This is an optimization exercise on Yosys and OpenROAD, whose aim is small area, a short achievable clock period and few clock cycles per item, not a production implementation. Function not checked in this run: the RTL went through the layout flow alone. No activity file was given, so power comes from the tool's default toggle rates.

File: flow/config.mk
export PLATFORM = sky130hd
export DESIGN_NAME = cordic
export DESIGN_NICKNAME = cordic
export VERILOG_FILES = /design/flow/design.v
export SDC_FILE = /design/flow/constraint.sdc
export NUM_CORES = 4
export LEC_CHECK = 0
export ABC_AREA = 1
export CAP_MARGIN = 20
export CORE_MARGIN = 2
export CORE_UTILIZATION = 60
export SETUP_SLACK_MARGIN = 2.6
export SLEW_MARGIN = 20
File: flow/constraint.sdc
create_clock -name core_clock -period 5.5 [get_ports {clk_i}]
set_input_delay 1.1000 -clock core_clock [delete_from_list [all_inputs] [get_ports {clk_i}]]
set_output_delay 1.1000 -clock core_clock [all_outputs]
set_load 0.01 [all_outputs]
File: flow/design.v
module cordic #(
    parameter int Width = 16
) (
    input  logic             clk_i,
    input  logic             rst_i,
    input  logic             start_cordic_i,
    input  logic [Width-1:0] x0_i,
    input  logic [Width-1:0] y0_i,
    input  logic [Width-1:0] z0_i,
    output logic [Width-1:0] xn_o,
    output logic [Width-1:0] yn_o,
    output logic [Width-1:0] zn_o,
    output logic             done_tick_cordic_o
);
  function automatic logic [15:0] atan(input logic [3:0] i);
    case (i)
      4'd0: atan = 16'h2D00;
      4'd1: atan = 16'h1A91;
      4'd2: atan = 16'h0E09;
      4'd3: atan = 16'h0720;
      4'd4: atan = 16'h0394;
      4'd5: atan = 16'h01CA;
      4'd6: atan = 16'h00E5;
      4'd7: atan = 16'h0073;
      4'd8: atan = 16'h0039;
      4'd9: atan = 16'h001D;
      4'd10: atan = 16'h000E;
      4'd11: atan = 16'h0007;
      4'd12: atan = 16'h0004;
      4'd13: atan = 16'h0002;
      4'd14: atan = 16'h0001;
      default: atan = 16'h0000;
    endcase
  endfunction
  function automatic logic [15:0] asr(input logic [15:0] v, input int k);
    for (int b = 0; b < 16; b++) asr[b] = (b + k > 15) ? v[15] : v[b + k];
  endfunction
  logic [15:0] x_q, y_q, z_q;
  logic        busy_q;   
  logic        done_q;
  logic neg;
  assign neg = z_q[15];
  logic [15:0] xi, yi;   
  assign xi = x_q;
  assign yi = y_q;
  logic [15:0] xs, ys, az;
  logic [3:0] lo_q, hi_q;
  logic       last;
  assign last = hi_q[3] & lo_q[2];
  logic [15:0] xl, yl;
  always_comb begin
    xl = 16'd0;
    yl = 16'd0;
    for (int i = 0; i < 4; i++) begin
      xl = xl | ({16{lo_q[i]}} & asr(xi, i));
      yl = yl | ({16{lo_q[i]}} & asr(yi, i));
    end
    xs = 16'd0;
    ys = 16'd0;
    for (int i = 0; i < 4; i++) begin
      xs = xs | ({16{hi_q[i]}} & asr(xl, (4 * i)));
      ys = ys | ({16{hi_q[i]}} & asr(yl, (4 * i)));
    end
    az = 16'd0;
    for (int i = 0; i < 15; i++) begin
      az = az | ({16{hi_q[i/4] & lo_q[i%4]}} & atan(i));
    end
  end
  logic [15:0] x_d, y_d, z_d, azi;
  logic        cx, cy, cz;
  assign cx  = ~neg & busy_q;
  assign cy  = neg & busy_q;
  assign cz  = ~neg & busy_q;
  assign azi = az ^ {16{~neg & busy_q}};
  logic [15:0] mxs, mys, xsi, ysi;
  assign mys = {16{cx}};
  assign mxs = {16{cy}};
  assign ysi = ys ^ mys;
  assign xsi = xs ^ mxs;
  logic [16:0] x_g0, x_p0;
  assign x_g0 = {x_q & ysi, cx};
  assign x_p0 = {x_q ^ ysi, 1'b0};
  logic x_g0_, x_p0_;
  assign x_g0_ = x_g0[1] | (x_p0[1] & x_g0[0]);
  assign x_p0_ = x_p0[1] & x_p0[0];
  logic x_g1_, x_p1_;
  assign x_g1_ = x_g0[2] | (x_p0[2] & x_g0[1]);
  assign x_p1_ = x_p0[2] & x_p0[1];
  logic x_g2_, x_p2_;
  assign x_g2_ = x_g0[3] | (x_p0[3] & x_g0[2]);
  assign x_p2_ = x_p0[3] & x_p0[2];
  logic x_g3_, x_p3_;
  assign x_g3_ = x_g0[4] | (x_p0[4] & x_g0[3]);
  assign x_p3_ = x_p0[4] & x_p0[3];
  logic x_g4_, x_p4_;
  assign x_g4_ = x_g0[5] | (x_p0[5] & x_g0[4]);
  assign x_p4_ = x_p0[5] & x_p0[4];
  logic x_g5_, x_p5_;
  assign x_g5_ = x_g0[6] | (x_p0[6] & x_g0[5]);
  assign x_p5_ = x_p0[6] & x_p0[5];
  logic x_g6_, x_p6_;
  assign x_g6_ = x_g0[7] | (x_p0[7] & x_g0[6]);
  assign x_p6_ = x_p0[7] & x_p0[6];
  logic x_g7_, x_p7_;
  assign x_g7_ = x_g0[8] | (x_p0[8] & x_g0[7]);
  assign x_p7_ = x_p0[8] & x_p0[7];
  logic x_g8_, x_p8_;
  assign x_g8_ = x_g0[9] | (x_p0[9] & x_g0[8]);
  assign x_p8_ = x_p0[9] & x_p0[8];
  logic x_g9_, x_p9_;
  assign x_g9_ = x_g0[10] | (x_p0[10] & x_g0[9]);
  assign x_p9_ = x_p0[10] & x_p0[9];
  logic x_g10_, x_p10_;
  assign x_g10_ = x_g0[11] | (x_p0[11] & x_g0[10]);
  assign x_p10_ = x_p0[11] & x_p0[10];
  logic x_g11_, x_p11_;
  assign x_g11_ = x_g0[12] | (x_p0[12] & x_g0[11]);
  assign x_p11_ = x_p0[12] & x_p0[11];
  logic x_g12_, x_p12_;
  assign x_g12_ = x_g0[13] | (x_p0[13] & x_g0[12]);
  assign x_p12_ = x_p0[13] & x_p0[12];
  logic x_g13_, x_p13_;
  assign x_g13_ = x_g0[14] | (x_p0[14] & x_g0[13]);
  assign x_p13_ = x_p0[14] & x_p0[13];
  logic x_g14_, x_p14_;
  assign x_g14_ = x_g0[15] | (x_p0[15] & x_g0[14]);
  assign x_p14_ = x_p0[15] & x_p0[14];
  logic x_g15_, x_p15_;
  assign x_g15_ = x_g0[16] | (x_p0[16] & x_g0[15]);
  assign x_p15_ = x_p0[16] & x_p0[15];
  logic x_g16_, x_p16_;
  assign x_g16_ = x_g1_ | (x_p1_ & x_g0[0]);
  assign x_p16_ = x_p1_ & x_p0[0];
  logic x_g17_, x_p17_;
  assign x_g17_ = x_g2_ | (x_p2_ & x_g0_);
  assign x_p17_ = x_p2_ & x_p0_;
  logic x_g18_, x_p18_;
  assign x_g18_ = x_g3_ | (x_p3_ & x_g1_);
  assign x_p18_ = x_p3_ & x_p1_;
  logic x_g19_, x_p19_;
  assign x_g19_ = x_g4_ | (x_p4_ & x_g2_);
  assign x_p19_ = x_p4_ & x_p2_;
  logic x_g20_, x_p20_;
  assign x_g20_ = x_g5_ | (x_p5_ & x_g3_);
  assign x_p20_ = x_p5_ & x_p3_;
  logic x_g21_, x_p21_;
  assign x_g21_ = x_g6_ | (x_p6_ & x_g4_);
  assign x_p21_ = x_p6_ & x_p4_;
  logic x_g22_, x_p22_;
  assign x_g22_ = x_g7_ | (x_p7_ & x_g5_);
  assign x_p22_ = x_p7_ & x_p5_;
  logic x_g23_, x_p23_;
  assign x_g23_ = x_g8_ | (x_p8_ & x_g6_);
  assign x_p23_ = x_p8_ & x_p6_;
  logic x_g24_, x_p24_;
  assign x_g24_ = x_g9_ | (x_p9_ & x_g7_);
  assign x_p24_ = x_p9_ & x_p7_;
  logic x_g25_, x_p25_;
  assign x_g25_ = x_g10_ | (x_p10_ & x_g8_);
  assign x_p25_ = x_p10_ & x_p8_;
  logic x_g26_, x_p26_;
  assign x_g26_ = x_g11_ | (x_p11_ & x_g9_);
  assign x_p26_ = x_p11_ & x_p9_;
  logic x_g27_, x_p27_;
  assign x_g27_ = x_g12_ | (x_p12_ & x_g10_);
  assign x_p27_ = x_p12_ & x_p10_;
  logic x_g28_, x_p28_;
  assign x_g28_ = x_g13_ | (x_p13_ & x_g11_);
  assign x_p28_ = x_p13_ & x_p11_;
  logic x_g29_, x_p29_;
  assign x_g29_ = x_g14_ | (x_p14_ & x_g12_);
  assign x_p29_ = x_p14_ & x_p12_;
  logic x_g30_, x_p30_;
  assign x_g30_ = x_g15_ | (x_p15_ & x_g13_);
  assign x_p30_ = x_p15_ & x_p13_;
  logic x_g31_, x_p31_;
  assign x_g31_ = x_g18_ | (x_p18_ & x_g0[0]);
  assign x_p31_ = x_p18_ & x_p0[0];
  logic x_g32_, x_p32_;
  assign x_g32_ = x_g19_ | (x_p19_ & x_g0_);
  assign x_p32_ = x_p19_ & x_p0_;
  logic x_g33_, x_p33_;
  assign x_g33_ = x_g20_ | (x_p20_ & x_g16_);
  assign x_p33_ = x_p20_ & x_p16_;
  logic x_g34_, x_p34_;
  assign x_g34_ = x_g21_ | (x_p21_ & x_g17_);
  assign x_p34_ = x_p21_ & x_p17_;
  logic x_g35_, x_p35_;
  assign x_g35_ = x_g22_ | (x_p22_ & x_g18_);
  assign x_p35_ = x_p22_ & x_p18_;
  logic x_g36_, x_p36_;
  assign x_g36_ = x_g23_ | (x_p23_ & x_g19_);
  assign x_p36_ = x_p23_ & x_p19_;
  logic x_g37_, x_p37_;
  assign x_g37_ = x_g24_ | (x_p24_ & x_g20_);
  assign x_p37_ = x_p24_ & x_p20_;
  logic x_g38_, x_p38_;
  assign x_g38_ = x_g25_ | (x_p25_ & x_g21_);
  assign x_p38_ = x_p25_ & x_p21_;
  logic x_g39_, x_p39_;
  assign x_g39_ = x_g26_ | (x_p26_ & x_g22_);
  assign x_p39_ = x_p26_ & x_p22_;
  logic x_g40_, x_p40_;
  assign x_g40_ = x_g27_ | (x_p27_ & x_g23_);
  assign x_p40_ = x_p27_ & x_p23_;
  logic x_g41_, x_p41_;
  assign x_g41_ = x_g28_ | (x_p28_ & x_g24_);
  assign x_p41_ = x_p28_ & x_p24_;
  logic x_g42_, x_p42_;
  assign x_g42_ = x_g29_ | (x_p29_ & x_g25_);
  assign x_p42_ = x_p29_ & x_p25_;
  logic x_g43_, x_p43_;
  assign x_g43_ = x_g30_ | (x_p30_ & x_g26_);
  assign x_p43_ = x_p30_ & x_p26_;
  logic x_g44_, x_p44_;
  assign x_g44_ = x_g35_ | (x_p35_ & x_g0[0]);
  assign x_p44_ = x_p35_ & x_p0[0];
  logic x_g45_, x_p45_;
  assign x_g45_ = x_g36_ | (x_p36_ & x_g0_);
  assign x_p45_ = x_p36_ & x_p0_;
  logic x_g46_, x_p46_;
  assign x_g46_ = x_g37_ | (x_p37_ & x_g16_);
  assign x_p46_ = x_p37_ & x_p16_;
  logic x_g47_, x_p47_;
  assign x_g47_ = x_g38_ | (x_p38_ & x_g17_);
  assign x_p47_ = x_p38_ & x_p17_;
  logic x_g48_, x_p48_;
  assign x_g48_ = x_g39_ | (x_p39_ & x_g31_);
  assign x_p48_ = x_p39_ & x_p31_;
  logic x_g49_, x_p49_;
  assign x_g49_ = x_g40_ | (x_p40_ & x_g32_);
  assign x_p49_ = x_p40_ & x_p32_;
  logic x_g50_, x_p50_;
  assign x_g50_ = x_g41_ | (x_p41_ & x_g33_);
  assign x_p50_ = x_p41_ & x_p33_;
  logic x_g51_, x_p51_;
  assign x_g51_ = x_g42_ | (x_p42_ & x_g34_);
  assign x_p51_ = x_p42_ & x_p34_;
  logic x_g52_, x_p52_;
  assign x_g52_ = x_g43_ | (x_p43_ & x_g35_);
  assign x_p52_ = x_p43_ & x_p35_;
  logic x_g53_, x_p53_;
  assign x_g53_ = x_g52_ | (x_p52_ & x_g0[0]);
  assign x_p53_ = x_p52_ & x_p0[0];
  assign x_d[0] = x_p0[1] ^ x_g0[0];
  assign x_d[1] = x_p0[2] ^ x_g0_;
  assign x_d[2] = x_p0[3] ^ x_g16_;
  assign x_d[3] = x_p0[4] ^ x_g17_;
  assign x_d[4] = x_p0[5] ^ x_g31_;
  assign x_d[5] = x_p0[6] ^ x_g32_;
  assign x_d[6] = x_p0[7] ^ x_g33_;
  assign x_d[7] = x_p0[8] ^ x_g34_;
  assign x_d[8] = x_p0[9] ^ x_g44_;
  assign x_d[9] = x_p0[10] ^ x_g45_;
  assign x_d[10] = x_p0[11] ^ x_g46_;
  assign x_d[11] = x_p0[12] ^ x_g47_;
  assign x_d[12] = x_p0[13] ^ x_g48_;
  assign x_d[13] = x_p0[14] ^ x_g49_;
  assign x_d[14] = x_p0[15] ^ x_g50_;
  assign x_d[15] = x_p0[16] ^ x_g51_;
  logic [16:0] y_g0, y_p0;
  assign y_g0 = {y_q & xsi, cy};
  assign y_p0 = {y_q ^ xsi, 1'b0};
  logic y_g0_, y_p0_;
  assign y_g0_ = y_g0[1] | (y_p0[1] & y_g0[0]);
  assign y_p0_ = y_p0[1] & y_p0[0];
  logic y_g1_, y_p1_;
  assign y_g1_ = y_g0[2] | (y_p0[2] & y_g0[1]);
  assign y_p1_ = y_p0[2] & y_p0[1];
  logic y_g2_, y_p2_;
  assign y_g2_ = y_g0[3] | (y_p0[3] & y_g0[2]);
  assign y_p2_ = y_p0[3] & y_p0[2];
  logic y_g3_, y_p3_;
  assign y_g3_ = y_g0[4] | (y_p0[4] & y_g0[3]);
  assign y_p3_ = y_p0[4] & y_p0[3];
  logic y_g4_, y_p4_;
  assign y_g4_ = y_g0[5] | (y_p0[5] & y_g0[4]);
  assign y_p4_ = y_p0[5] & y_p0[4];
  logic y_g5_, y_p5_;
  assign y_g5_ = y_g0[6] | (y_p0[6] & y_g0[5]);
  assign y_p5_ = y_p0[6] & y_p0[5];
  logic y_g6_, y_p6_;
  assign y_g6_ = y_g0[7] | (y_p0[7] & y_g0[6]);
  assign y_p6_ = y_p0[7] & y_p0[6];
  logic y_g7_, y_p7_;
  assign y_g7_ = y_g0[8] | (y_p0[8] & y_g0[7]);
  assign y_p7_ = y_p0[8] & y_p0[7];
  logic y_g8_, y_p8_;
  assign y_g8_ = y_g0[9] | (y_p0[9] & y_g0[8]);
  assign y_p8_ = y_p0[9] & y_p0[8];
  logic y_g9_, y_p9_;
  assign y_g9_ = y_g0[10] | (y_p0[10] & y_g0[9]);
  assign y_p9_ = y_p0[10] & y_p0[9];
  logic y_g10_, y_p10_;
  assign y_g10_ = y_g0[11] | (y_p0[11] & y_g0[10]);
  assign y_p10_ = y_p0[11] & y_p0[10];
  logic y_g11_, y_p11_;
  assign y_g11_ = y_g0[12] | (y_p0[12] & y_g0[11]);
  assign y_p11_ = y_p0[12] & y_p0[11];
  logic y_g12_, y_p12_;
  assign y_g12_ = y_g0[13] | (y_p0[13] & y_g0[12]);
  assign y_p12_ = y_p0[13] & y_p0[12];
  logic y_g13_, y_p13_;
  assign y_g13_ = y_g0[14] | (y_p0[14] & y_g0[13]);
  assign y_p13_ = y_p0[14] & y_p0[13];
  logic y_g14_, y_p14_;
  assign y_g14_ = y_g0[15] | (y_p0[15] & y_g0[14]);
  assign y_p14_ = y_p0[15] & y_p0[14];
  logic y_g15_, y_p15_;
  assign y_g15_ = y_g0[16] | (y_p0[16] & y_g0[15]);
  assign y_p15_ = y_p0[16] & y_p0[15];
  logic y_g16_, y_p16_;
  assign y_g16_ = y_g1_ | (y_p1_ & y_g0[0]);
  assign y_p16_ = y_p1_ & y_p0[0];
  logic y_g17_, y_p17_;
  assign y_g17_ = y_g2_ | (y_p2_ & y_g0_);
  assign y_p17_ = y_p2_ & y_p0_;
  logic y_g18_, y_p18_;
  assign y_g18_ = y_g3_ | (y_p3_ & y_g1_);
  assign y_p18_ = y_p3_ & y_p1_;
  logic y_g19_, y_p19_;
  assign y_g19_ = y_g4_ | (y_p4_ & y_g2_);
  assign y_p19_ = y_p4_ & y_p2_;
  logic y_g20_, y_p20_;
  assign y_g20_ = y_g5_ | (y_p5_ & y_g3_);
  assign y_p20_ = y_p5_ & y_p3_;
  logic y_g21_, y_p21_;
  assign y_g21_ = y_g6_ | (y_p6_ & y_g4_);
  assign y_p21_ = y_p6_ & y_p4_;
  logic y_g22_, y_p22_;
  assign y_g22_ = y_g7_ | (y_p7_ & y_g5_);
  assign y_p22_ = y_p7_ & y_p5_;
  logic y_g23_, y_p23_;
  assign y_g23_ = y_g8_ | (y_p8_ & y_g6_);
  assign y_p23_ = y_p8_ & y_p6_;
  logic y_g24_, y_p24_;
  assign y_g24_ = y_g9_ | (y_p9_ & y_g7_);
  assign y_p24_ = y_p9_ & y_p7_;
  logic y_g25_, y_p25_;
  assign y_g25_ = y_g10_ | (y_p10_ & y_g8_);
  assign y_p25_ = y_p10_ & y_p8_;
  logic y_g26_, y_p26_;
  assign y_g26_ = y_g11_ | (y_p11_ & y_g9_);
  assign y_p26_ = y_p11_ & y_p9_;
  logic y_g27_, y_p27_;
  assign y_g27_ = y_g12_ | (y_p12_ & y_g10_);
  assign y_p27_ = y_p12_ & y_p10_;
  logic y_g28_, y_p28_;
  assign y_g28_ = y_g13_ | (y_p13_ & y_g11_);
  assign y_p28_ = y_p13_ & y_p11_;
  logic y_g29_, y_p29_;
  assign y_g29_ = y_g14_ | (y_p14_ & y_g12_);
  assign y_p29_ = y_p14_ & y_p12_;
  logic y_g30_, y_p30_;
  assign y_g30_ = y_g15_ | (y_p15_ & y_g13_);
  assign y_p30_ = y_p15_ & y_p13_;
  logic y_g31_, y_p31_;
  assign y_g31_ = y_g18_ | (y_p18_ & y_g0[0]);
  assign y_p31_ = y_p18_ & y_p0[0];
  logic y_g32_, y_p32_;
  assign y_g32_ = y_g19_ | (y_p19_ & y_g0_);
  assign y_p32_ = y_p19_ & y_p0_;
  logic y_g33_, y_p33_;
  assign y_g33_ = y_g20_ | (y_p20_ & y_g16_);
  assign y_p33_ = y_p20_ & y_p16_;
  logic y_g34_, y_p34_;
  assign y_g34_ = y_g21_ | (y_p21_ & y_g17_);
  assign y_p34_ = y_p21_ & y_p17_;
  logic y_g35_, y_p35_;
  assign y_g35_ = y_g22_ | (y_p22_ & y_g18_);
  assign y_p35_ = y_p22_ & y_p18_;
  logic y_g36_, y_p36_;
  assign y_g36_ = y_g23_ | (y_p23_ & y_g19_);
  assign y_p36_ = y_p23_ & y_p19_;
  logic y_g37_, y_p37_;
  assign y_g37_ = y_g24_ | (y_p24_ & y_g20_);
  assign y_p37_ = y_p24_ & y_p20_;
  logic y_g38_, y_p38_;
  assign y_g38_ = y_g25_ | (y_p25_ & y_g21_);
  assign y_p38_ = y_p25_ & y_p21_;
  logic y_g39_, y_p39_;
  assign y_g39_ = y_g26_ | (y_p26_ & y_g22_);
  assign y_p39_ = y_p26_ & y_p22_;
  logic y_g40_, y_p40_;
  assign y_g40_ = y_g27_ | (y_p27_ & y_g23_);
  assign y_p40_ = y_p27_ & y_p23_;
  logic y_g41_, y_p41_;
  assign y_g41_ = y_g28_ | (y_p28_ & y_g24_);
  assign y_p41_ = y_p28_ & y_p24_;
  logic y_g42_, y_p42_;
  assign y_g42_ = y_g29_ | (y_p29_ & y_g25_);
  assign y_p42_ = y_p29_ & y_p25_;
  logic y_g43_, y_p43_;
  assign y_g43_ = y_g30_ | (y_p30_ & y_g26_);
  assign y_p43_ = y_p30_ & y_p26_;
  logic y_g44_, y_p44_;
  assign y_g44_ = y_g35_ | (y_p35_ & y_g0[0]);
  assign y_p44_ = y_p35_ & y_p0[0];
  logic y_g45_, y_p45_;
  assign y_g45_ = y_g36_ | (y_p36_ & y_g0_);
  assign y_p45_ = y_p36_ & y_p0_;
  logic y_g46_, y_p46_;
  assign y_g46_ = y_g37_ | (y_p37_ & y_g16_);
  assign y_p46_ = y_p37_ & y_p16_;
  logic y_g47_, y_p47_;
  assign y_g47_ = y_g38_ | (y_p38_ & y_g17_);
  assign y_p47_ = y_p38_ & y_p17_;
  logic y_g48_, y_p48_;
  assign y_g48_ = y_g39_ | (y_p39_ & y_g31_);
  assign y_p48_ = y_p39_ & y_p31_;
  logic y_g49_, y_p49_;
  assign y_g49_ = y_g40_ | (y_p40_ & y_g32_);
  assign y_p49_ = y_p40_ & y_p32_;
  logic y_g50_, y_p50_;
  assign y_g50_ = y_g41_ | (y_p41_ & y_g33_);
  assign y_p50_ = y_p41_ & y_p33_;
  logic y_g51_, y_p51_;
  assign y_g51_ = y_g42_ | (y_p42_ & y_g34_);
  assign y_p51_ = y_p42_ & y_p34_;
  logic y_g52_, y_p52_;
  assign y_g52_ = y_g43_ | (y_p43_ & y_g35_);
  assign y_p52_ = y_p43_ & y_p35_;
  logic y_g53_, y_p53_;
  assign y_g53_ = y_g52_ | (y_p52_ & y_g0[0]);
  assign y_p53_ = y_p52_ & y_p0[0];
  assign y_d[0] = y_p0[1] ^ y_g0[0];
  assign y_d[1] = y_p0[2] ^ y_g0_;
  assign y_d[2] = y_p0[3] ^ y_g16_;
  assign y_d[3] = y_p0[4] ^ y_g17_;
  assign y_d[4] = y_p0[5] ^ y_g31_;
  assign y_d[5] = y_p0[6] ^ y_g32_;
  assign y_d[6] = y_p0[7] ^ y_g33_;
  assign y_d[7] = y_p0[8] ^ y_g34_;
  assign y_d[8] = y_p0[9] ^ y_g44_;
  assign y_d[9] = y_p0[10] ^ y_g45_;
  assign y_d[10] = y_p0[11] ^ y_g46_;
  assign y_d[11] = y_p0[12] ^ y_g47_;
  assign y_d[12] = y_p0[13] ^ y_g48_;
  assign y_d[13] = y_p0[14] ^ y_g49_;
  assign y_d[14] = y_p0[15] ^ y_g50_;
  assign y_d[15] = y_p0[16] ^ y_g51_;
  logic [16:0] z_g0, z_p0;
  assign z_g0 = {z_q & azi, cz};
  assign z_p0 = {z_q ^ azi, 1'b0};
  logic z_g0_, z_p0_;
  assign z_g0_ = z_g0[1] | (z_p0[1] & z_g0[0]);
  assign z_p0_ = z_p0[1] & z_p0[0];
  logic z_g1_, z_p1_;
  assign z_g1_ = z_g0[3] | (z_p0[3] & z_g0[2]);
  assign z_p1_ = z_p0[3] & z_p0[2];
  logic z_g2_, z_p2_;
  assign z_g2_ = z_g0[5] | (z_p0[5] & z_g0[4]);
  assign z_p2_ = z_p0[5] & z_p0[4];
  logic z_g3_, z_p3_;
  assign z_g3_ = z_g0[7] | (z_p0[7] & z_g0[6]);
  assign z_p3_ = z_p0[7] & z_p0[6];
  logic z_g4_, z_p4_;
  assign z_g4_ = z_g0[9] | (z_p0[9] & z_g0[8]);
  assign z_p4_ = z_p0[9] & z_p0[8];
  logic z_g5_, z_p5_;
  assign z_g5_ = z_g0[11] | (z_p0[11] & z_g0[10]);
  assign z_p5_ = z_p0[11] & z_p0[10];
  logic z_g6_, z_p6_;
  assign z_g6_ = z_g0[13] | (z_p0[13] & z_g0[12]);
  assign z_p6_ = z_p0[13] & z_p0[12];
  logic z_g7_, z_p7_;
  assign z_g7_ = z_g0[15] | (z_p0[15] & z_g0[14]);
  assign z_p7_ = z_p0[15] & z_p0[14];
  logic z_g8_, z_p8_;
  assign z_g8_ = z_g1_ | (z_p1_ & z_g0_);
  assign z_p8_ = z_p1_ & z_p0_;
  logic z_g9_, z_p9_;
  assign z_g9_ = z_g3_ | (z_p3_ & z_g2_);
  assign z_p9_ = z_p3_ & z_p2_;
  logic z_g10_, z_p10_;
  assign z_g10_ = z_g5_ | (z_p5_ & z_g4_);
  assign z_p10_ = z_p5_ & z_p4_;
  logic z_g11_, z_p11_;
  assign z_g11_ = z_g7_ | (z_p7_ & z_g6_);
  assign z_p11_ = z_p7_ & z_p6_;
  logic z_g12_, z_p12_;
  assign z_g12_ = z_g9_ | (z_p9_ & z_g8_);
  assign z_p12_ = z_p9_ & z_p8_;
  logic z_g13_, z_p13_;
  assign z_g13_ = z_g11_ | (z_p11_ & z_g10_);
  assign z_p13_ = z_p11_ & z_p10_;
  logic z_g14_, z_p14_;
  assign z_g14_ = z_g13_ | (z_p13_ & z_g12_);
  assign z_p14_ = z_p13_ & z_p12_;
  logic z_g15_, z_p15_;
  assign z_g15_ = z_g10_ | (z_p10_ & z_g12_);
  assign z_p15_ = z_p10_ & z_p12_;
  logic z_g16_, z_p16_;
  assign z_g16_ = z_g2_ | (z_p2_ & z_g8_);
  assign z_p16_ = z_p2_ & z_p8_;
  logic z_g17_, z_p17_;
  assign z_g17_ = z_g4_ | (z_p4_ & z_g12_);
  assign z_p17_ = z_p4_ & z_p12_;
  logic z_g18_, z_p18_;
  assign z_g18_ = z_g6_ | (z_p6_ & z_g15_);
  assign z_p18_ = z_p6_ & z_p15_;
  logic z_g19_, z_p19_;
  assign z_g19_ = z_g0[2] | (z_p0[2] & z_g0_);
  assign z_p19_ = z_p0[2] & z_p0_;
  logic z_g20_, z_p20_;
  assign z_g20_ = z_g0[4] | (z_p0[4] & z_g8_);
  assign z_p20_ = z_p0[4] & z_p8_;
  logic z_g21_, z_p21_;
  assign z_g21_ = z_g0[6] | (z_p0[6] & z_g16_);
  assign z_p21_ = z_p0[6] & z_p16_;
  logic z_g22_, z_p22_;
  assign z_g22_ = z_g0[8] | (z_p0[8] & z_g12_);
  assign z_p22_ = z_p0[8] & z_p12_;
  logic z_g23_, z_p23_;
  assign z_g23_ = z_g0[10] | (z_p0[10] & z_g17_);
  assign z_p23_ = z_p0[10] & z_p17_;
  logic z_g24_, z_p24_;
  assign z_g24_ = z_g0[12] | (z_p0[12] & z_g15_);
  assign z_p24_ = z_p0[12] & z_p15_;
  logic z_g25_, z_p25_;
  assign z_g25_ = z_g0[14] | (z_p0[14] & z_g18_);
  assign z_p25_ = z_p0[14] & z_p18_;
  logic z_g26_, z_p26_;
  assign z_g26_ = z_g0[16] | (z_p0[16] & z_g14_);
  assign z_p26_ = z_p0[16] & z_p14_;
  assign z_d[0] = z_p0[1] ^ z_g0[0];
  assign z_d[1] = z_p0[2] ^ z_g0_;
  assign z_d[2] = z_p0[3] ^ z_g19_;
  assign z_d[3] = z_p0[4] ^ z_g8_;
  assign z_d[4] = z_p0[5] ^ z_g20_;
  assign z_d[5] = z_p0[6] ^ z_g16_;
  assign z_d[6] = z_p0[7] ^ z_g21_;
  assign z_d[7] = z_p0[8] ^ z_g12_;
  assign z_d[8] = z_p0[9] ^ z_g22_;
  assign z_d[9] = z_p0[10] ^ z_g17_;
  assign z_d[10] = z_p0[11] ^ z_g23_;
  assign z_d[11] = z_p0[12] ^ z_g15_;
  assign z_d[12] = z_p0[13] ^ z_g24_;
  assign z_d[13] = z_p0[14] ^ z_g18_;
  assign z_d[14] = z_p0[15] ^ z_g25_;
  assign z_d[15] = z_p0[16] ^ z_g14_;
  always_ff @(posedge clk_i) begin
    if (start_cordic_i) begin
      x_q <= x0_i;
      y_q <= y0_i;
      z_q <= z0_i;
    end else begin
      x_q <= x_d;
      y_q <= y_d;
      z_q <= z_d;
    end
  end
  always_ff @(posedge clk_i, posedge rst_i) begin
    if (rst_i) begin
      lo_q   <= 4'd0;
      hi_q   <= 4'd0;
      busy_q <= 1'b0;
      done_q <= 1'b0;
    end else begin
      if (start_cordic_i) begin
        lo_q <= 4'd1;
        hi_q <= 4'd1;
      end else if (last) begin
        lo_q <= 4'd0;
        hi_q <= 4'd0;
      end else begin
        lo_q <= {lo_q[2:0], lo_q[3]};
        if (lo_q[3]) hi_q <= {hi_q[2:0], 1'b0};
      end
      busy_q <= start_cordic_i || (busy_q && !last);
      done_q <= busy_q && last && !start_cordic_i;
    end
  end
  assign xn_o = x_q;
  assign yn_o = y_q;
  assign zn_o = z_q;
  assign done_tick_cordic_o = done_q;
endmodule
File: flow/flow/run.sh
#!/bin/bash
# The standard layout (the standard.sh), with two changes:
#  - synthesis maps additions to ordinary logic cells (ADDER_MAP_FILE empty,
#    so Yosys does not extract full/half-adder cells); registers are unchanged;
#  - the port buffers that placement inserts are the smallest buffer cell,
#    sky130_fd_sc_hd__buf_1, instead of the one OpenROAD picks by default.
#    Every input and output port still gets its buffer.
# Full output in standard.log.
set -euo pipefail
export ADDER_MAP_FILE=
export BUFFER_PORTS_ARGS="-buffer_cell sky130_fd_sc_hd__buf_1"
bash standard.sh > standard.log 2>&1
File: flow/standard.sh
#!/bin/bash
# synth_recipe.tcl (not shown) runs the flow's synth.tcl, then flattens the netlist and writes it again
# the make line also repeats each setting of config.mk as NAME=value (left out here)
make -C /OpenROAD-flow-scripts/flow DESIGN_CONFIG=/design/flow/config.mk WORK_HOME=/design/flow/orfs CLKGATE_MAP_FILE= SYNTH_SCRIPT=/design/flow/synth_recipe.tcl "${@:-finish}"
==> impl_metrics.toml <==
[cells_and_area]
final_util_pct = 66.4
diodes = 0
synthToLayoutAreaGrowth_pct = 9.06
layout.nets = 1479
layout-drive-gt1-share_pct = 11.8
nFillCells = 1234
regArea_um2 = 1220
multi_input_area_um2 = 5140

[pwr]
pwr-share-comb_pct = 73.4
vdd_drop_max_uv = 439
p_int_w = 0.00238
p_sw_share_pct = 58.1
fin_total_pwr_w = 0.00568
p_sw_w = 0.00330
powerDensity_nw_per_um2 = 721
p_clk_share_pct = 10.5
leakagePower_nw = 4.44
seq_power_share_pct = 16.2

[status]
status = "complete, no violations"

[global_route]
antenna_found_initial = 0
grt_max_degree = 55
grt_use_total_pct = 32.8
grt_pass1_wl_mm = 34.5
overflow = 0
grt_pass1_vias = 7535

[worst_setup_path]
crit_type = "flip-flop to flip-flop"
cp.required_ns = 5.74
path_max_fanout = 14
end_kind = "flip-flop"
critPathArrivalTime_ns = 2.86
cp-start-kind = "flip-flop"
ff2ff_setup_slack_ns = 2.88

[sta]
fin_crit_ns = 2.62
fin_crit_sh_pct = 47.6
skew_ns = 0.0129
tightestPinTransition_ns = 0.583
setup_tns_ns = 0
drv_slew = 0
timing.hold.ws_ns = 0.522
relSlewSlack_pct = 61.1
rsz0062_at_grt = "false"
setup_viol = 0
finalHoldViolCount = 0
fmax_mhz = 382

[clock_tree]
clock_path_buffers = 2
cts_tree = "yes"
clk_pin_slew_ns = 0.06
root_buffer = "clkbuf_16"
clock_sinks = 58
h-tree-depth = 3
numCtsBuffers = 9
clk_latency_ns = 0.35

[drt]
wl_mm = 20.9
routedWlPerCell_um = 13.2
drc_errors = 0
drtPass1Iterations = 5
dr_total_vias = 8528
drtIter0Drc = 626
ant_nets = 0
vias_per_cell = 5.40

[floorplan]
core-area_um2 = 11900
placementRows = 40
die_area_um2 = 12900
io_pins = 100
die_x_um = 114
die_y_um = 114
initial_utilization_pct = 60.9

[synth]
synth.distinct_cells = 38
postSynthAreaPerCell_um2 = 5.33
syn_inst = 1354
synth_area_leaders = "nand2_1 27%, dfxtp_1 13%, nand3_1 11%"
synth-seq-cells = 58
ys_warn_count = 1
synth_top_cell_by_area = "nand2_1"
synth_nets = 1405
synth_top_area_share_pct = 27.3
syn_area_um2 = 7220
ys_seq_area_share_pct = 16.8

[placement]
io_buffers = 99
globalplace.congestion = 0.914
dpl.hpwl_mm = 15.8

[min_path]
hold_class = "flip-flop to flip-flop"

[run]
drv_cap = 0
## path summary, 6_finish.rpt
path / cells past startpoint / from / end
max in group asynchronous: 2 / rst_i / lo_q[2]
worst min-delay path: 2 / z_q[0] / z_q[0]
worst max-delay path: 16 / hi_q[2] / y_q[13]
min in group asynchronous: 2 / rst_i / hi_q[2]
worst max register to register: 16 / hi_q[2] / y_q[13]
worst min register to register: 2 / z_q[0] / z_q[0]
## repair_timing
item                                    4_1_cts  5_1_grt
endpoints found under the setup margin       25       32
pin swaps                                     0        2
buffers inserted                              0        3
hold buffers                                  0        0
cloned                                        0        0
resized for setup                             4       17
## cell families after synthesis
group,share of synthesized area (%)
AO/OA/AOI/OAI,9.53
XOR/XNOR,2.43
buffers and inverters,12.4
flip-flops,16.8
AND/OR/NAND/NOR,58.9
## power groups by stage
stage	clock network [W]	registers (W)	logic (W)
after floorplan	0	0.000888	0.00327
after global placement	0	0.000919	0.00404
after detailed placement	0	0.000920	0.00409
after CTS	0.000598	0.000912	0.00412
after global routing	0.000623	0.000940	0.00476
final	0.000594	0.000920	0.00417
## flip-flops by register name, summed over array words and instances (netlist names)
| name | count |
|---|---|
| z_q | 16 |
| done_q | 1 |
| busy_q | 1 |
| lo_q | 4 |
| hi_q | 4 |
| x_q | 16 |
| y_q | 16 |
## metrics by stage
step	setup slack (ns)	cell area [um^2]	cells
floorplan	3.44	7220	1354
global placement	2.51	7490	1561
detailed placement	2.44	7490	1561
CTS	2.65	7810	1577
global route	2.60	7880	1580
finish	2.88	7880	1580
## worst max-delay path, stage by stage (launching register included)
cell and delay, ns:
dfrtp_1 0.52, inv_2 0.28, nand2_2 0.14, nor2_2 0.14, inv_2 0.07, nand2_2 0.14
nand3_1 0.12, nand3_1 0.16, nand2_1 0.14, nor2_2 0.17, nand2_1 0.10, nor3_2 0.18
nand2_1 0.11, nand2_1 0.07, nand2_1 0.04, nand3_1 0.07, nand2_1 0.06
## cell usage in the layout (no fill, tap or decap), drive strengths merged
master    instances
a21o              5
a21oi            24
a31oi             9
and2              2
buf             105
bufinv            1
clkbuf           13
clkinv            4
clkinvlp          1
dfrtp            10
dfxtp            48
inv             152
nand2           578
nand3           173
nand3b            1
nand4            17
nor2            178
nor3              7
o21a              1
o21ai            76
o21bai            4
o31ai             1
or2               3
xnor2             3
xor2             17
## synth_stat cells
| cell type | instances |
|---|---|
| a21o_1 | 5 |
| a21oi_1 | 16 |
| a21oi_2 | 8 |
| a31oi_1 | 9 |
| and2_1 | 2 |
| buf_2 | 14 |
| buf_4 | 6 |
| buf_6 | 13 |
| buf_8 | 1 |
| clkbuf_1 | 8 |
| clkbuf_4 | 1 |
| clkinv_1 | 2 |
| dfrtp_1 | 10 |
| dfxtp_1 | 48 |
| inv_1 | 136 |
| inv_2 | 16 |
| nand2_1 | 526 |
| nand2_2 | 49 |
| nand2_4 | 3 |
| nand3_1 | 161 |
| nand3_2 | 12 |
| nand3b_1 | 1 |
| nand4_1 | 17 |
| nor2_1 | 139 |
| nor2_2 | 30 |
| nor2_4 | 9 |
| nor3_1 | 3 |
| nor3_2 | 4 |
| o21a_1 | 1 |
| o21ai_0 | 54 |
| o21ai_1 | 17 |
| o21ai_2 | 5 |
| o21bai_1 | 4 |
| o31ai_1 | 1 |
| or2_1 | 2 |
| or2_4 | 1 |
| xnor2_1 | 3 |
| xor2_1 | 17 |
## cell type report
| class | count | area share [%] |
|---|---|---|
| Sequential cell | 58 | 15.5 |
| Inverter | 154 | 7.48 |
| Timing Repair Buffer | 106 | 5.50 |
| Clock buffer | 12 | 3.26 |
| Multi-Input combinational cell | 1099 | 65.3 |
| Tap cell | 147 | 2.34 |
| Clock inverter | 4 | 0.651 |
## metal layers
metal | vias up | routed length, um | GRT usage (%)
li1 | 4390 | - | -
met1 | 3791 | 8980 | 41.7
met2 | 305 | 9950 | 57.2
met3 | 42 | 1510 | 5.15
met4 | 0 | 437 | 9.76
met5 | - | 0 | 0

## re-timing with driven ports
The results above use ideal ports. As a check the final layout listed here was re-extracted and re-timed, cells and wires unchanged.
Step 1 sets driving cells, clkbuf_16 on the clock port and buf_2 on the other inputs (assumed; they add their load-dependent delay and slew).
Step 2 also shifts input and output timing later by t, the mid clock arrival at the registers, as if the neighbouring blocks saw the same clock.
Slacks: ideal ports / drivers / drivers and shift; pairs: ideal ports / drivers.
t (ns): 0.384
setup WS [ns]: 2.882 / 2.882 / 2.882
hold slack, ns: 0.522 / 0.522 / 0.522
latest minus earliest clock arrival (ns): 0.013 / 0.013
slew at the worst register clock pin (ns): 0.06 / 0.06
After both steps setup and hold are still met in this run. The setup slack of this run moves by 0.000 ns with the drivers and by 0.000 ns with both steps.
